From an optimization exercise on the open Yosys and OpenROAD flow, aimed at small area; shortcuts taken in it are not production practice.
The RTL was checked by simulation tests, not by an equivalence proof against the original design.
Power is estimated from default activity; no workload was simulated. No driver is modelled on the clock port, so clocking that relies on it looks cheaper here than on a real chip.

<file path="design/flow/config.mk">
export PLATFORM = sky130hd
export DESIGN_NAME = sp_top
export DESIGN_NICKNAME = sp_top
export VERILOG_FILES = /design/flow/design.v
export SDC_FILE = /design/flow/constraint.sdc
export NUM_CORES = 4
export LEC_CHECK = 0
export CAP_MARGIN = 20
export CORE_MARGIN = 2
export CORE_UTILIZATION = 40
export CTS_CLUSTER_DIAMETER = 100
export CTS_CLUSTER_SIZE = 30
export PLACE_DENSITY = 0.6
export SLEW_MARGIN = 20
export SYNTH_HIERARCHICAL = 1
export SYNTH_MINIMUM_KEEP_SIZE = 0
</file>
<file path="design/flow/constraint.sdc">
create_clock -name core_clock -period 10.0 [get_ports {clk}]
set_input_delay 2.0000 -clock core_clock [delete_from_list [all_inputs] [get_ports {clk}]]
set_output_delay 2.0000 -clock core_clock [all_outputs]
set_load 0.01 [all_outputs]
</file>
<file path="design/flow/design.v">
`timescale 1ns/1ps
module sp_fa (input a, input b, input c, output s, output co);
    assign s  = a ^ b ^ c;
    assign co = (a & b) | (c & (a | b));
endmodule
module sp_maj (input a, input b, input c, output y);
    assign y = (a & b) | (c & (a | b));
endmodule
module sp_add12 (input [11:0] a, input [11:0] b, input cin, output [12:0] s);
    wire [11:0] c;
    assign c[0] = cin;
    genvar i;
    generate
        for (i = 0; i < 11; i = i + 1) begin : g_bit
            sp_fa u_fa (.a(a[i]), .b(b[i]), .c(c[i]), .s(s[i]), .co(c[i+1]));
        end
    endgenerate
    sp_fa u_msb (.a(a[11]), .b(b[11]), .c(c[11]), .s(s[11]), .co(s[12]));
endmodule
module sp_carry13 (input [12:0] a, input [12:0] b, input cin, output co);
    wire [12:0] c;
    assign c[0] = cin;
    genvar i;
    generate
        for (i = 0; i < 12; i = i + 1) begin : g_bit
            sp_maj u_maj (.a(a[i]), .b(b[i]), .c(c[i]), .y(c[i+1]));
        end
    endgenerate
    sp_maj u_msb (.a(a[12]), .b(b[12]), .c(c[12]), .y(co));
endmodule
module sp_top (
    input             clk,
    input             rst_n,
    input             vsync,
    input             hsync,
    input      [11:0] data_i,
    output reg [11:0] data_o,
    output            en_o
);
    localparam W  = 40;
    localparam N  = 4 * W + 6;             
    localparam NI = 2 * W + 2;             
    reg [11:0] d [0:N-1];
    integer k;
    always @(posedge clk) begin
        d[0] <= data_i;
        for (k = 1; k < N; k = k + 1)
            d[k] <= (k == NI) ? ~d[k-1] : d[k-1];
    end
    wire [11:0] win [0:2][-2:2][-2:2];
    genvar gs, gy, gx;
    generate
        for (gs = 0; gs < 3; gs = gs + 1) begin : g_st
            for (gy = -2; gy <= 2; gy = gy + 1) begin : g_ty
                for (gx = -2; gx <= 2; gx = gx + 1) begin : g_tx
                    localparam integer P = 2 * W + 1 + gs - W * gy - gx;
                    if (P < 0) begin : g_in
                        assign win[gs][gy][gx] = data_i;
                    end else begin : g_reg
                        assign win[gs][gy][gx] = d[P];
                    end
                end
            end
        end
    endgenerate
    function integer pdy;                  
        input integer j;
        case (j)
        0: pdy = 0;  1: pdy = 0;  2: pdy = -2; 3: pdy = -1;
        4: pdy = -2; 5: pdy = -1; 6: pdy = -2; default: pdy = -1;
        endcase
    endfunction
    function integer pdx;                  
        input integer j;
        case (j)
        0: pdx = -2; 1: pdx = -1; 2: pdx = 0;  3: pdx = 0;
        4: pdx = 2;  5: pdx = 1;  6: pdx = -2; default: pdx = -1;
        endcase
    endfunction
    reg  [7:0] le_b;                       
    genvar gj, gb;
    generate
        for (gj = 0; gj < 8; gj = gj + 1) begin : g_sa
            localparam integer DY = pdy(gj);
            localparam integer DX = pdx(gj);
            wire [11:0] fi = win[0][DY][DX];
            wire [11:0] s  = win[0][-DY][-DX];
            wire [12:0] c;
            assign c[1] = fi[0] | s[0];
            for (gb = 1; gb < 12; gb = gb + 1) begin : g_bit
                sp_maj u_maj (.a(fi[gb]), .b(s[gb]), .c(c[gb]), .y(c[gb+1]));
            end
            always @(posedge clk)
                le_b[gj] <= c[12];
        end
    endgenerate
    wire [11:0] ad [0:7];                  
    generate
        for (gj = 0; gj < 8; gj = gj + 1) begin : g_sb
            localparam integer DY = pdy(gj);
            localparam integer DX = pdx(gj);
            wire [12:0] r;
            sp_add12 u_sub (.a(win[1][DY][DX]), .b(win[1][-DY][-DX]), .cin(le_b[gj]), .s(r));
            assign ad[gj] = r[11:0] ^ {12{~le_b[gj]}};
        end
    endgenerate
    wire [12:0] gh, gd, gz, gvn;
    sp_add12 u_gh (.a(ad[0]),  .b(ad[1]),  .cin(1'b0), .s(gh));
    sp_add12 u_gv (.a(~ad[2]), .b(~ad[3]), .cin(1'b1), .s(gvn));
    sp_add12 u_gd (.a(ad[4]),  .b(ad[5]),  .cin(1'b0), .s(gd));
    sp_add12 u_gz (.a(ad[6]),  .b(ad[7]),  .cin(1'b0), .s(gz));
    wire v_h, d_h, z_h, d_vn, z_vn, z_d;
    sp_carry13 u_vh (.a(gh), .b(gvn), .cin(1'b0), .co(v_h));
    sp_carry13 u_dh (.a(gh), .b(~gd), .cin(1'b0), .co(d_h));
    sp_carry13 u_zh (.a(gh), .b(~gz), .cin(1'b0), .co(z_h));
    sp_carry13 u_dv (.a(gd), .b(gvn), .cin(1'b1), .co(d_vn));
    sp_carry13 u_zv (.a(gz), .b(gvn), .cin(1'b1), .co(z_vn));
    sp_carry13 u_zd (.a(gd), .b(~gz), .cin(1'b0), .co(z_d));
    wire d_v = ~d_vn, z_v = ~z_vn;
    wire sel_v = v_h & ~d_v & ~z_v;
    wire sel_d = d_h & d_v & ~z_d;
    wire sel_z = z_h & z_v & z_d;
    wire [1:0] dir_b = {sel_d | sel_z, sel_v | sel_z};
    reg  [1:0]  dir_c;                     
    reg  [11:0] qa_c;                      
    always @(posedge clk) begin
        dir_c <= dir_b;
        case (dir_b)
        2'd0: qa_c <= ad[1];
        2'd1: qa_c <= ad[3];
        2'd2: qa_c <= ad[5];
        default: qa_c <= ad[7];
        endcase
    end
    reg [11:0] p1, p2;                     
    always @(*) begin
        case (dir_c)
        2'd0: begin p1 = ~win[2][0][-2];  p2 = win[2][0][2];   end
        2'd1: begin p1 = ~win[2][-2][0];  p2 = win[2][2][0];   end
        2'd2: begin p1 = ~win[2][-2][2];  p2 = win[2][2][-2];  end
        default: begin p1 = ~win[2][-2][-2]; p2 = win[2][2][2]; end
        endcase
    end
    wire [11:0] cs_s, cs_c;
    assign cs_c[0]  = p1[0] | p2[0];
    assign cs_s[11] = 1'b0;
    generate
        for (gb = 0; gb < 11; gb = gb + 1) begin : g_csa
            sp_fa u_fa (.a(p1[gb+1]), .b(p2[gb+1]), .c(qa_c[gb+1]), .s(cs_s[gb]), .co(cs_c[gb+1]));
        end
    endgenerate
    wire [12:0] e13;
    sp_add12 u_e (.a(cs_s), .b(cs_c), .cin(qa_c[0]), .s(e13));
    wire [11:0] c     = ~win[2][0][0];
    wire        c_lo  = (c == 12'd0);
    wire        c_hi  = (c == 12'd4095);
    wire        e_big = e13 > 13'd680;
    wire        e_sml = e13 < 13'd3415;
    wire [11:0] e     = e13[12] ? 12'd4095 : e13[11:0];
    reg        busy;
    reg [5:0]  rowc;
    reg [5:0]  col;
    always @(posedge clk or negedge rst_n) begin
        if (!rst_n)
            busy <= 1'b0;
        else if (!busy)
            busy <= vsync & hsync;
        else if (rowc == 6'd32 && col == 6'd39)
            busy <= 1'b0;
    end
    always @(posedge clk) begin
        if (!busy) begin
            rowc <= 6'd0;
            col  <= 6'd36;
        end else if (col == 6'd39) begin
            rowc <= rowc + 6'd1;
            col  <= 6'd0;
        end else
            col  <= col + 6'd1;
    end
    wire filt = (rowc >= 6'd5 && rowc <= 6'd30 && col >= 6'd1 && col <= 6'd35) ||
                (rowc == 6'd30 && col == 6'd36);
    assign en_o = busy && rowc >= 6'd3;
    always @(posedge clk)
        data_o <= (filt && ((c_lo && e_big) || (c_hi && e_sml))) ? e : c;
endmodule
</file>
<file path="design/flow/flow/run.sh">
#!/bin/bash
# Layout flow: the standard ORFS flow (standard.sh), with three changes
# made through ORFS's own variables and step hooks:
#  - clock tree: sinks clustered 30 to a clkbuf_16, no dummy loads;
#  - port buffers: buf_1 instead of ORFS's default choice;
#  - after floorplan, majority gates that synthesis sized _2 go back to _1
#    (repair steps later upsize whatever timing needs).
# Each tool's output stays in orfs/logs; make's output goes to flow_make.log.
set -euo pipefail
W=$(pwd)
export CTS_ARGS="-sink_clustering_enable -repair_clock_nets -dont_use_dummy_load -sink_clustering_size 30 -sink_clustering_max_diameter 100 -buf_list sky130_fd_sc_hd__clkbuf_16"
export BUFFER_PORTS_ARGS="-buffer_cell sky130_fd_sc_hd__buf_1"
export POST_FLOORPLAN_TCL="$W/flow/post_floorplan.tcl"
bash standard.sh > "$W/flow_make.log" 2>&1
</file>
<file path="design/flow/flow/post_floorplan.tcl">
# Downsize cells that synthesis picked a larger drive for than needed;
# later repair steps size up any that timing needs.
set swaps {sky130_fd_sc_hd__maj3_2 sky130_fd_sc_hd__maj3_1}
set db [ord::get_db]
set n 0
foreach inst [[ord::get_db_block] getInsts] {
  set m [[$inst getMaster] getName]
  if {[dict exists $swaps $m]} {
    $inst swapMaster [$db findMaster [dict get $swaps $m]]
    incr n
  }
}
puts "post_floorplan: downsized $n cells"
</file>
<file path="design/flow/standard.sh">
#!/bin/bash
# synth_recipe.tcl (not shown) runs the flow's synth.tcl, then flattens the netlist and writes it again
# the make line also repeats each setting of config.mk as NAME=value (left out here)
make -C /OpenROAD-flow-scripts/flow DESIGN_CONFIG=/design/flow/config.mk WORK_HOME=/design/flow/orfs CLKGATE_MAP_FILE= SYNTH_SCRIPT=/design/flow/synth_recipe.tcl "${@:-finish}"
</file>
==> results of run 1 <==
## layer usage
layer / global-route usage / routed length [um]
met1: 0.161 / 34800
met2: 0.168 / 29100
met3: 0.0173 / 2080
met4: 0.0510 / 3140
met5: 0 / 0
## worst max path at each step
stage,start,endpoint
after floorplan,dir_c[0]$_DFF_P_,data_o[3]$_DFF_P_
after global placement,dir_c[0]$_DFF_P_,data_o[11]$_DFF_P_
after detailed placement,dir_c[0]$_DFF_P_,data_o[11]$_DFF_P_
after CTS,dir_c[0]$_DFF_P_,data_o[10]$_DFF_P_
after global routing,le_b[4]$_DFF_P_,qa_c[5]$_DFF_P_
final,le_b[4]$_DFF_P_,qa_c[9]$_DFF_P_
## registers in the layout, summed over array words and instances (netlist names)
name    cells
data_o     12
d        1992
le_b        8
rowc        6
busy        1
qa_c       12
col         6
dir_c       2
## through the flow
stage          instances  setup slack [ns]   util  power [W]
2_1_floorplan       2774              2.38      -    0.00872
3_3_place_gp        4416              1.24  0.418    0.00878
3_5_place_dp        4416              1.20  0.418    0.00878
4_1_cts             4494              1.19  0.434     0.0123
5_1_grt             4494              1.08  0.434     0.0127
6_report            4495              1.50  0.434     0.0122
## modules after synthesis, one instance, submodules excluded, excerpt
module / area, sq um / times used
sp_fa: 20.0 / 167
sp_maj: 11.3 / 166
sp_top: 43700 / 1
## report_power, final
| group | switching, W | internal [W] | total (W) |
|---|---|---|---|
| clock network | 0.00217 | 0.00141 | 0.00358 |
| logic | 0.000138 | 0.000127 | 0.000266 |
| registers | 0.0000705 | 0.00826 | 0.00833 |
## final cells by class
| cell class | count | area, sq um | area share |
|---|---|---|---|
| antenna | 1 | 2.50 | 0.0000474 |
| clock buffer | 78 | 1950 | 0.0370 |
| inverter | 56 | 210 | 0.00398 |
| multi-input combinational | 655 | 7580 | 0.144 |
| sequential | 2039 | 40800 | 0.773 |
| tap | 1625 | 2030 | 0.0385 |
| timing repair buffer | 41 | 203 | 0.00384 |
## logic make-up (layout without fill, tap and decap cells)
family / count (synthesis) / count (layout) / share of synthesized area
flops: 2039 / 2039 / 0.835
fa+ha+maj: 342 / 342 / 0.109
simple gates: 109 / 109 / 0.0114
xor+xnor: 105 / 105 / 0.0188
buf+inv: 80 / 175 / 0.00675
compound gates: 53 / 53 / 0.00647
mux: 35 / 35 / 0.0128
other cells: 2 / 12 / 0.000154
## worst reg2reg max path, stage by stage, from the launching register on
cell,delay (ns)
dfxtp_1,0.52
fa_1,0.52
xnor2_1,0.21
fa_1,0.47
fa_1,0.38
fa_1,0.40
fa_1,0.39
fa_1,0.39
fa_1,0.39
fa_1,0.39
fa_1,0.39
fa_1,0.40
fa_1,0.39
fa_1,0.41
fa_1,0.50
maj3_1,0.36
maj3_1,0.38
nand3b_1,0.10
buf_4,0.32
and2_1,0.19
buf_4,0.19
and2_1,0.45
a21oi_1,0.14
a21oi_1,0.15
## placed cells by master, fill, tap and decap left out, types with 2 or more instances in the layout
cell	synthesis	layout
a21oi_1	23	23
a31oi_1	4	4
and2_1	9	9
and3_1	2	2
buf_1	4	28
buf_4	0	13
clkbuf_16	0	78
conb_1	2	11
dfxtp_1	2038	2037
fa_1	167	167
ha_1	9	9
inv_1	56	56
maj3_1	0	166
mux2i_1	13	13
mux4_2	22	22
nand2_1	15	15
nand2b_1	2	2
nand3_1	18	18
nand4_1	9	9
nor2_1	31	31
nor3_1	5	5
nor3b_1	2	2
o21ai_0	16	16
or2_2	8	8
or4_1	2	2
xnor2_1	80	80
xor2_1	25	25
==> run_results.csv, run 1 <==
group,metric,value,unit
placed_design,io_buffers,28,
global_route,gr-usage-all-layers,0.112,
yosys,synth_seq_area_share,0.835,
timing,finalSetupViolations,0,
yosys,ys_seq_elements,2039,
critical_path,r2r_setup_slack,1.50,ns
critical_path,path_buf_inv,2,
yosys,synth_cells,2765,
timing,worstMarginPinSlew,0.571,ns
clock_tree,clock_sinks,2039,
timing,fin_setup_tns,0,ns
critical_path,rr_startpoint,"le_b[4]$_DFF_P_",
timing,relSlewSlack,0.619,
min_path,hold_class,"reg2reg",
timing,clock_skew,0.0544,ns
global_route,overflow,0,
die,start_util,0.402,
min_path,holdPathStages,0,
yosys,syn_area,48900,sq um
cells_and_area,drive_above_1_share,0.0439,
critical_path,ff2ff_path_depth,23,
clock_tree,cts-htree-levels,3,
clock_tree,insertion_delay,0.68,ns
min_path,holdPathEnd,"d[26][10]$_DFF_P_",
yosys,synth-main-ff-cell,"dfxtp_1",
die,pin_count,29,
clock_tree,cts_tree,"yes",
yosys,synthArstFlopShare,0.000490,
clock_tree,clockBufferDepth,3,
yosys,synth.distinct_cells,46,
timing,finalCriticalPeriod,8.50,ns
min_path,min_from,"d[25][10]$_DFF_P_",
global_route,antenna_found_initial,4,
power,irDropWorstVdd,0.000200,V
critical_path,crit_path_max_fanout,26,
flow_run,max_cap_violations,0,
power,leakage,20.7,nW
timing,rsz0062_at_grt,"no",
critical_path,start_kind,"flip-flop",
critical_path,r2r-end,"qa_c[9]$_DFF_P_",
clock_tree,root_buffer,"clkbuf_16",
yosys,synth_top_cell_by_area,"dfxtp_1",
detailed_routing,wirelength,69100,um
critical_path,slowest_delay,0.52,ns
critical_path,cp-end-kind,"flip-flop",
placed_design,dp_hpwl,48100,um
critical_path,crit_family,"adder cells",
cells_and_area,fin_area,52800,sq um
critical_path,path_cells,"fa_1 > xnor2_1 > fa_1 > fa_1 > fa_1 > fa_1 > fa_1 > fa_1 > fa_1 > fa_1 > fa_1 > fa_1 > fa_1 > fa_1 > maj3_1 > maj3_1 > nand3b_1 > buf_4 > and2_1 > buf_4 > and2_1 > a21oi_1 > a21oi_1",
critical_path,crit_type,"reg2reg",
clock_tree,clk_pin_slew,0.11,ns
clock_tree,cts_made_buffers,78,
timing,drv_slew,0,
critical_path,worst_ep_arrival_time,9.07,ns
detailed_routing,drt-initial-drc-count,982,
detailed_routing,viasPerCell,3.94,
critical_path,cp.required,10.58,ns
timing,clock.fmax,118,MHz
global_route,grt_pass1_vias,18000,
clock_tree,post_cts_resized,0,
detailed_routing,wl_per_cell,15.4,um
clock_tree,cts_setup_buffers,0,
yosys,syn_avg_cell_area,17.7,sq um
power,p_per_area,231,nW/um^2
status,outcome,"finished clean",
yosys,yosysMostFrequentCell,"dfxtp_1",
die,die_h,354,um
yosys,synth_edf_count,0,
yosys,synth_common_cells,"dfxtp_1 (2038), fa_1 (167), maj3_2 (166), xnor2_1 (80), inv_1 (56)",
yosys,yosysWarningCount,9,
yosys,synth.area.top_cells,"dfxtp_1 (83%), fa_1 (6.8%), maj3_2 (3.8%), xnor2_1 (1.4%), mux4_2 (1.0%)",
cells_and_area,area_growth,7.97,%
placed_design,gp_congestion,0.860,
global_route,grt_pass1_wl,107000,um
critical_path,cpMaxStageDelayCell,"dfxtp_1",
die,dieArea,125000,sq um
die,core_area,122000,sq um
placed_design,placed_area,50800,sq um
cells_and_area,nets,3063,
timing,fin_crit_sh,0.850,
timing,finalHoldWorstSlack,0.285,ns
cells_and_area,fill_cells,10700,
critical_path,cpMostUsedCell,"fa_1",
detailed_routing,drt_first_pass_iters,6,
die,core.rowCount,128,
critical_path,path_depth,23,
detailed_routing,drc_errors,0,
global_route,grt_max_degree,31,
detailed_routing,vias,17700,
die,fp.dieW,354,um
yosys,synth_top_area_share,0.834,
detailed_routing,ant_nets,0,
timing,hold_viol,0,
clock_tree,cts_hold_buf,0,
==> run 2, diff against run 1 <==
--- a/design/flow/config.mk
+++ b/design/flow/config.mk
@@ -9,6 +9,4 @@
 export CORE_MARGIN = 2
-export CORE_UTILIZATION = 40
-export CTS_CLUSTER_DIAMETER = 100
-export CTS_CLUSTER_SIZE = 30
-export PLACE_DENSITY = 0.6
+export CORE_UTILIZATION = 70
+export PLACE_DENSITY = 0.85
 export SLEW_MARGIN = 20
==> run_results.csv, run 2 <==
group,metric,value,unit
placed_design,gp_congestion,0.860,
critical_path,path_buf_inv,2,
global_route,gr-usage-all-layers,0.256,
timing,clock.fmax,112,MHz
min_path,holdPathStages,0,
cells_and_area,final_common_cell,"dfxtp_1",
yosys,synth_common_cells,"dfxtp_1 (2038), fa_1 (167), maj3_2 (166), xnor2_1 (80), inv_1 (56)",
cells_and_area,drive_above_1_share,0.0442,
yosys,yosysWarningCount,9,
detailed_routing,vias,18700,
global_route,antenna_found_initial,4,
timing,fin_setup_tns,0,ns
clock_tree,clockBufferDepth,3,
power,irDropWorstVdd,0.000207,V
detailed_routing,wirelength,88300,um
die,fp.dieW,268,um
detailed_routing,drt-initial-drc-count,1024,
die,core.rowCount,96,
cells_and_area,fin_area,52000,sq um
timing,worstMarginPinSlew,0.640,ns
critical_path,start_kind,"flip-flop",
critical_path,r2r_setup_slack,1.03,ns
min_path,hold_class,"reg2reg",
placed_design,dp_hpwl,57300,um
critical_path,crit_type,"reg2reg",
critical_path,cpMaxStageDelayCell,"fa_1",
critical_path,slowest_delay,0.60,ns
yosys,synth-main-ff-cell,"dfxtp_1",
timing,hold_viol,0,
detailed_routing,drt_first_pass_iters,5,
critical_path,path_depth,23,
critical_path,r2r-end,"qa_c[10]$_DFF_P_",
yosys,synth.area.top_cells,"dfxtp_1 (83%), fa_1 (6.8%), maj3_2 (3.8%), xnor2_1 (1.4%), mux4_2 (1.0%)",
clock_tree,root_buffer,"clkbuf_16",
detailed_routing,drc_errors,0,
critical_path,ff2ff_path_depth,23,
die,die_h,268,um
clock_tree,cts_tree,"yes",
global_route,grt_pass1_vias,21000,
clock_tree,cts_setup_buffers,0,
power,leakage,20.7,nW
timing,finalCriticalPeriod,8.97,ns
min_path,holdPathEnd,"d[116][7]$_DFF_P_",
placed_design,io_buffers,28,
yosys,synth_top_cell_by_area,"dfxtp_1",
die,pin_count,29,
timing,rsz0062_at_grt,"no",
timing,relSlewSlack,0.572,
yosys,syn_area,48900,sq um
detailed_routing,viasPerCell,4.90,
cells_and_area,largest_reg_flops,1992,
clock_tree,cts_made_buffers,78,
global_route,grt_pass1_wl,133000,um
clock_tree,clk_pin_slew,0.12,ns
critical_path,path_cells,"fa_1 > fa_1 > fa_1 > fa_1 > fa_1 > fa_1 > fa_1 > fa_1 > fa_1 > fa_1 > fa_1 > fa_1 > xnor2_1 > fa_1 > maj3_1 > maj3_1 > nand3b_1 > buf_4 > and2_1 > buf_4 > and2_1 > a21oi_1 > a21oi_1",
clock_tree,clock_sinks,2039,
critical_path,crit_path_max_fanout,26,
timing,clock_skew,0.0717,ns
yosys,syn_avg_cell_area,17.7,sq um
timing,finalSetupViolations,0,
placed_design,place_ws,1.31,ns
critical_path,cpMostUsedCell,"fa_1",
yosys,yosysMostFrequentCell,"dfxtp_1",
yosys,synth.distinct_cells,46,
placed_design,placed_area,50000,sq um
yosys,synthArstFlopShare,0.000490,
critical_path,cp-end-kind,"flip-flop",
clock_tree,post_cts_resized,0,
detailed_routing,wl_per_cell,23.2,um
clock_tree,cts_hold_buf,0,
cells_and_area,final_cell_mix,"dfxtp_1 (2038), fa_1 (167), maj3_1 (166)",
cells_and_area,nets,3065,
cells_and_area,reg_top3,"d (1992), data_o (12), qa_c (12)",
die,start_util,0.711,
status,outcome,"finished clean",
clock_tree,cts-htree-levels,3,
power,p_per_area,237,nW/um^2
critical_path,crit_family,"adder cells",
critical_path,rr_startpoint,"d[121][0]$_DFF_P_",
min_path,min_from,"d[115][7]$_DFF_P_",
die,dieArea,72000,sq um
cells_and_area,regMostFlops,"d",
timing,drv_slew,0,
yosys,synth_cells,2765,
timing,fin_crit_sh,0.897,
timing,fin_ws,1.03,ns
detailed_routing,ant_nets,0,
die,core_area,68800,sq um
global_route,grt_max_degree,31,
critical_path,cp.required,10.54,ns
yosys,synth_seq_area_share,0.835,
cells_and_area,area_growth,6.23,%
global_route,overflow,0,
yosys,synth_top_area_share,0.834,
clock_tree,insertion_delay,0.67,ns
critical_path,worst_ep_arrival_time,9.51,ns
power,power,0.0123,W
yosys,ys_seq_elements,2039,
flow_run,max_cap_violations,0,
yosys,synth_edf_count,0,
run 2: where the power goes:
part / switching, W / internal [W] / leakage (nW)
clock network: 0.00224 / 0.00141 / 0.961
logic: 0.000157 / 0.000130 / 3.10
registers: 0.0000890 / 0.00826 / 16.7
total: 0.00249 / 0.00981 / 20.7
run 2: cell families (layout without fill, tap and decap cells):
kind of cell | Yosys count | after routing | share of synthesized area
buffers and inverters | 80 | 177 | 0.00675
other | 2 | 13 | 0.000154
AOI/OAI and AO/OA | 53 | 53 | 0.00647
and+or+nand+nor | 109 | 109 | 0.0114
muxes | 35 | 35 | 0.0128
DFF | 2039 | 2039 | 0.835
xor gates and xnor gates | 105 | 105 | 0.0188
adders and majority gates | 342 | 342 | 0.109
run 2: worst max path at each step:
stage	startpoint	endpoint
detailed placement	d[121][0]$_DFF_P_	qa_c[3]$_DFF_P_
CTS	d[121][0]$_DFF_P_	qa_c[9]$_DFF_P_
global route	d[121][0]$_DFF_P_	qa_c[9]$_DFF_P_
finish	d[121][0]$_DFF_P_	qa_c[10]$_DFF_P_
global placement	le_b[2]$_DFF_P_	qa_c[3]$_DFF_P_
floorplan	dir_c[0]$_DFF_P_	data_o[3]$_DFF_P_
run 2: final cells by class:
| class | instances | area (sq um) |
|---|---|---|
| clock buffer | 78 | 1950 |
| timing repair buffer | 43 | 218 |
| inverter | 56 | 210 |
| multi-input combinational | 655 | 7580 |
| sequential | 2039 | 40800 |
| tap | 931 | 1160 |
| fill | 3625 | 16900 |
| antenna | 2 | 5.00 |
run 2: modules after synthesis, one instance, submodules excluded, excerpt:
module / flip-flops and latches / times used / cells inside / area (sq um)
sp_fa: 0 / 167 / 1 / 20.0
sp_maj: 0 / 166 / 1 / 11.3
sp_top: 2039 / 1 / 2432 / 43700
run 2: per-stage QoR:
step           hold slack, ns  instances  utilization
2_1_floorplan           0.310       2774            -
3_3_place_gp            0.310       3724        0.726
3_5_place_dp            0.312       3724        0.726
4_1_cts                 0.274       3802        0.755
5_1_grt                 0.274       3802        0.755
6_report                0.286       3804        0.755
run 2: per-layer routing:
layer	global-route usage	part of all wire	up-vias
met4	0.0995	0.042	0
met3	0.0415	0.034	172
met1	0.306	0.40	9274
met5	0	0	-
met2	0.465	0.53	345
li1	-	-	8860
==> run 3, diff against run 2 <==
==> design/flow/run.sh (new file) <==
#!/bin/bash
# synth_recipe.tcl (not shown) runs the flow's synth.tcl, then flattens the netlist and writes it again
# the make line also repeats each setting of config.mk as NAME=value (left out here)
make -C /OpenROAD-flow-scripts/flow DESIGN_CONFIG=/design/flow/config.mk WORK_HOME=/design/flow/orfs CLKGATE_MAP_FILE= SYNTH_SCRIPT=/design/flow/synth_recipe.tcl finish
--- a/design/flow/config.mk
+++ b/design/flow/config.mk
@@ -9,4 +9,6 @@
 export CORE_MARGIN = 2
-export CORE_UTILIZATION = 70
-export PLACE_DENSITY = 0.85
+export CORE_UTILIZATION = 40
+export CTS_CLUSTER_DIAMETER = 100
+export CTS_CLUSTER_SIZE = 30
+export PLACE_DENSITY = 0.6
 export SLEW_MARGIN = 20
removed: design/flow/flow/run.sh
removed: design/flow/flow/post_floorplan.tcl
removed: design/flow/standard.sh
==> run_results.csv, run 3 <==
group,metric,value,unit
timing,relSlewSlack,0.528,
critical_path,cp-startpoint,"le_b[0]$_DFF_P_",
critical_path,slowest_delay,0.79,ns
placed_design,io_buffers,28,
detailed_routing,ant_nets,0,
clock_tree,cts_tree,"yes",
critical_path,crit_type,"reg2reg",
placed_design,dp_hpwl,48500,um
yosys,synth-main-ff-cell,"dfxtp_1",
clock_tree,root_buffer,"clkbuf_16",
die,die_h,354,um
detailed_routing,viasPerCell,3.94,
power,leakage,21.1,nW
yosys,synth.area.top_cells,"dfxtp_1 (83%), fa_1 (6.8%), maj3_2 (3.8%), xnor2_1 (1.4%), mux4_2 (1.0%)",
timing,finalCriticalPeriod,8.76,ns
yosys,synthArstFlopShare,0.000490,
cells_and_area,regMostFlops,"d",
yosys,ys_seq_elements,2039,
die,start_util,0.402,
yosys,synth.distinct_cells,46,
critical_path,rr_startpoint,"le_b[0]$_DFF_P_",
yosys,synth_top_area_share,0.834,
critical_path,crit_end,"qa_c[1]$_DFF_P_",
cells_and_area,final_common_cell,"dfxtp_1",
yosys,synth_common_cells,"dfxtp_1 (2038), fa_1 (167), maj3_2 (166), xnor2_1 (80), inv_1 (56)",
critical_path,crit_path_max_fanout,26,
timing,rsz0062_at_grt,"no",
global_route,overflow,0,
status,outcome,"finished clean",
timing,clock.fmax,114,MHz
timing,drv_slew,0,
die,dieArea,125000,sq um
yosys,syn_avg_cell_area,17.7,sq um
critical_path,r2r_setup_slack,1.24,ns
placed_design,place_inst,4414,
global_route,grt_max_degree,32,
cells_and_area,reg_top3,"d (1992), data_o (12), qa_c (12)",
placed_design,gp_congestion,0.835,
cells_and_area,fill_cells,10600,
clock_tree,insertion_delay,0.67,ns
critical_path,start_kind,"flip-flop",
global_route,grt_pass1_wl,109000,um
global_route,antenna_found_initial,10,
timing,fin_setup_tns,0,ns
cells_and_area,area_growth,9.20,%
global_route,gr-usage-all-layers,0.114,
detailed_routing,drt_first_pass_iters,5,
critical_path,path_cells,"fa_1 > xnor2_1 > fa_1 > fa_1 > fa_1 > fa_1 > fa_1 > fa_1 > fa_1 > fa_1 > fa_1 > fa_1 > fa_1 > fa_1 > maj3_2 > maj3_2 > nand3b_1 > buf_4 > and2_1 > and2_1 > a21oi_1 > a21oi_1",
detailed_routing,vias,17800,
timing,fin_ws,1.24,ns
clock_tree,clock_sinks,2039,
yosys,synth_seq_area_share,0.835,
clock_tree,cts_hold_buf,0,
clock_tree,cts_setup_buffers,0,
critical_path,cpMostUsedCell,"fa_1",
clock_tree,clk_pin_slew,0.12,ns
cells_and_area,largest_reg_flops,1992,
placed_design,place_ws,1.29,ns
detailed_routing,drt-initial-drc-count,1025,
timing,hold_viol,0,
critical_path,cpMaxStageDelayCell,"dfxtp_1",
yosys,synth_edf_count,0,
yosys,synth_cells,2765,
flow_run,max_cap_violations,0,
cells_and_area,nets,3062,
critical_path,cp.required,10.62,ns
cells_and_area,multi_input_area,7780,sq um
timing,finalSetupViolations,0,
timing,fin_crit_sh,0.876,
yosys,yosysMostFrequentCell,"dfxtp_1",
clock_tree,clockBufferDepth,3,
critical_path,cp-end-kind,"flip-flop",
timing,clock_skew,0.0277,ns
die,core_area,122000,sq um
cells_and_area,stdcell_count,4513,
critical_path,crit_family,"adder cells",
die,pin_count,29,
yosys,synth_top_cell_by_area,"dfxtp_1",
clock_tree,cts-htree-levels,3,
global_route,grt_pass1_vias,18200,
critical_path,path_depth,22,
detailed_routing,drc_errors,0,
cells_and_area,final_cell_mix,"dfxtp_1 (2038), fa_1 (167), maj3_2 (166)",
die,fp.dieW,354,um
critical_path,worst_ep_arrival_time,9.38,ns
die,core.rowCount,128,
timing,worstMarginPinSlew,0.706,ns
detailed_routing,wl_per_cell,15.4,um
power,irDropWorstVdd,0.000174,V
clock_tree,cts_made_buffers,79,
yosys,yosysWarningCount,9,
critical_path,r2r-end,"qa_c[1]$_DFF_P_",
critical_path,path_buf_inv,1,
min_path,hold_class,"reg2reg",
yosys,syn_area,48900,sq um
cells_and_area,regArea,40800,sq um
cells_and_area,drive_above_1_share,0.104,
critical_path,ff2ff_path_depth,22,
detailed_routing,wirelength,69700,um
power,p_per_area,232,nW/um^2
clock_tree,post_cts_resized,0,
## run 3: worst min path at each step
stage,start,end,slack [ns],cells after the start
after floorplan,d[99][0]$_DFF_P_,d[100][0]$_DFF_P_,0.31,0
after global placement,d[62][4]$_DFF_P_,d[63][4]$_DFF_P_,0.31,0
after detailed placement,d[108][5]$_DFF_P_,d[109][5]$_DFF_P_,0.31,0
after CTS,d[142][6]$_DFF_P_,d[143][6]$_DFF_P_,0.31,0
after global routing,d[142][6]$_DFF_P_,d[143][6]$_DFF_P_,0.30,0
final,d[142][6]$_DFF_P_,d[143][6]$_DFF_P_,0.31,0
## run 3: layout make-up
type	count	area share
inverter	56	0.00394
antenna	7	0.000328
multi-input combinational	655	0.146
clock buffer	81	0.0372
timing repair buffer	39	0.00679
tap	1625	0.0381
clock inverter	11	0.00349
sequential	2039	0.764
## run 3: kinds of logic after synthesis
group                    count (synthesis)  synth area share
flip-flops                            2039             0.835
adder cells (fa/ha/maj)                342             0.109
buffers and inverters                   80           0.00675
AO/OA/AOI/OAI                           53           0.00647
XOR/XNOR                               105            0.0188
multiplexers                            35            0.0128
other                                    2          0.000154
AND/OR/NAND/NOR                        109            0.0114
## run 3: Yosys stat by module, one instance, submodules excluded, a selection
module,times used,cells inside,area [sq um]
sp_fa,167,1,20.0
sp_maj,166,1,11.3
sp_top,1,2432,43700
## run 3: power breakdown
part,internal (W),switching (W)
clock,0.00149,0.00227
combinational,0.000149,0.000149
sequential,0.00826,0.0000695
total,0.00990,0.00249
## run 3: routing by layer
layer / global-route usage / vias to the layer above / wire, um
li1: - / 8858 / -
met1: 0.163 / 8635 / 35200
met2: 0.174 / 195 / 30200
met3: 0.0195 / 109 / 2280
met4: 0.0382 / 4 / 1950
met5: 0 / - / 27
## run 3: metrics by stage
| step | power, W | hold WS (ns) | utilization | cell area, sq um |
|---|---|---|---|---|
| 2_1_floorplan | 0.00872 | 0.310 | - | 48900 |
| 6_report | 0.0124 | 0.310 | 0.439 | 53400 |
| 3_5_place_dp | 0.00882 | 0.312 | 0.421 | 51200 |
| 5_1_grt | 0.0129 | 0.299 | 0.439 | 53400 |
| 3_3_place_gp | 0.00882 | 0.309 | 0.421 | 51200 |
| 4_1_cts | 0.0125 | 0.313 | 0.439 | 53400 |

what the ideal ports hide:
How much do the figures lean on ideal ports? The routed layouts below were timed once more, with nothing changed but the port constraints. Step 1 (the two cells are an assumption about what drives the block):
set clk [get_ports {clk}]
set_driving_cell -lib_cell sky130_fd_sc_hd__clkbuf_16 $clk
set_driving_cell -lib_cell sky130_fd_sc_hd__buf_2 [delete_from_list [all_inputs] $clk]
Step 2 also shifts input and output timing later by t, the mid clock arrival at the registers, as if the neighbouring blocks saw the same clock. a / b / c = no drivers / after step 1 / after step 2; a / b = the first two.
| run | t, ns | setup WS [ns] | latest minus earliest clock arrival (ns) | worst data-port slew with drivers (ns) |
|---|---|---|---|---|
| run 1 | 0.719 | 1.505 / 1.505 / 1.505 | 0.065 / 0.065 | 0.05 |
| run 2 | 0.704 | 1.032 / 1.032 / 1.032 | 0.078 / 0.078 | 0.04 |
| run 3 | 0.726 | 1.235 / 1.235 / 1.235 | 0.040 / 0.041 | 0.05 |
After both steps every run listed still meets setup and hold.
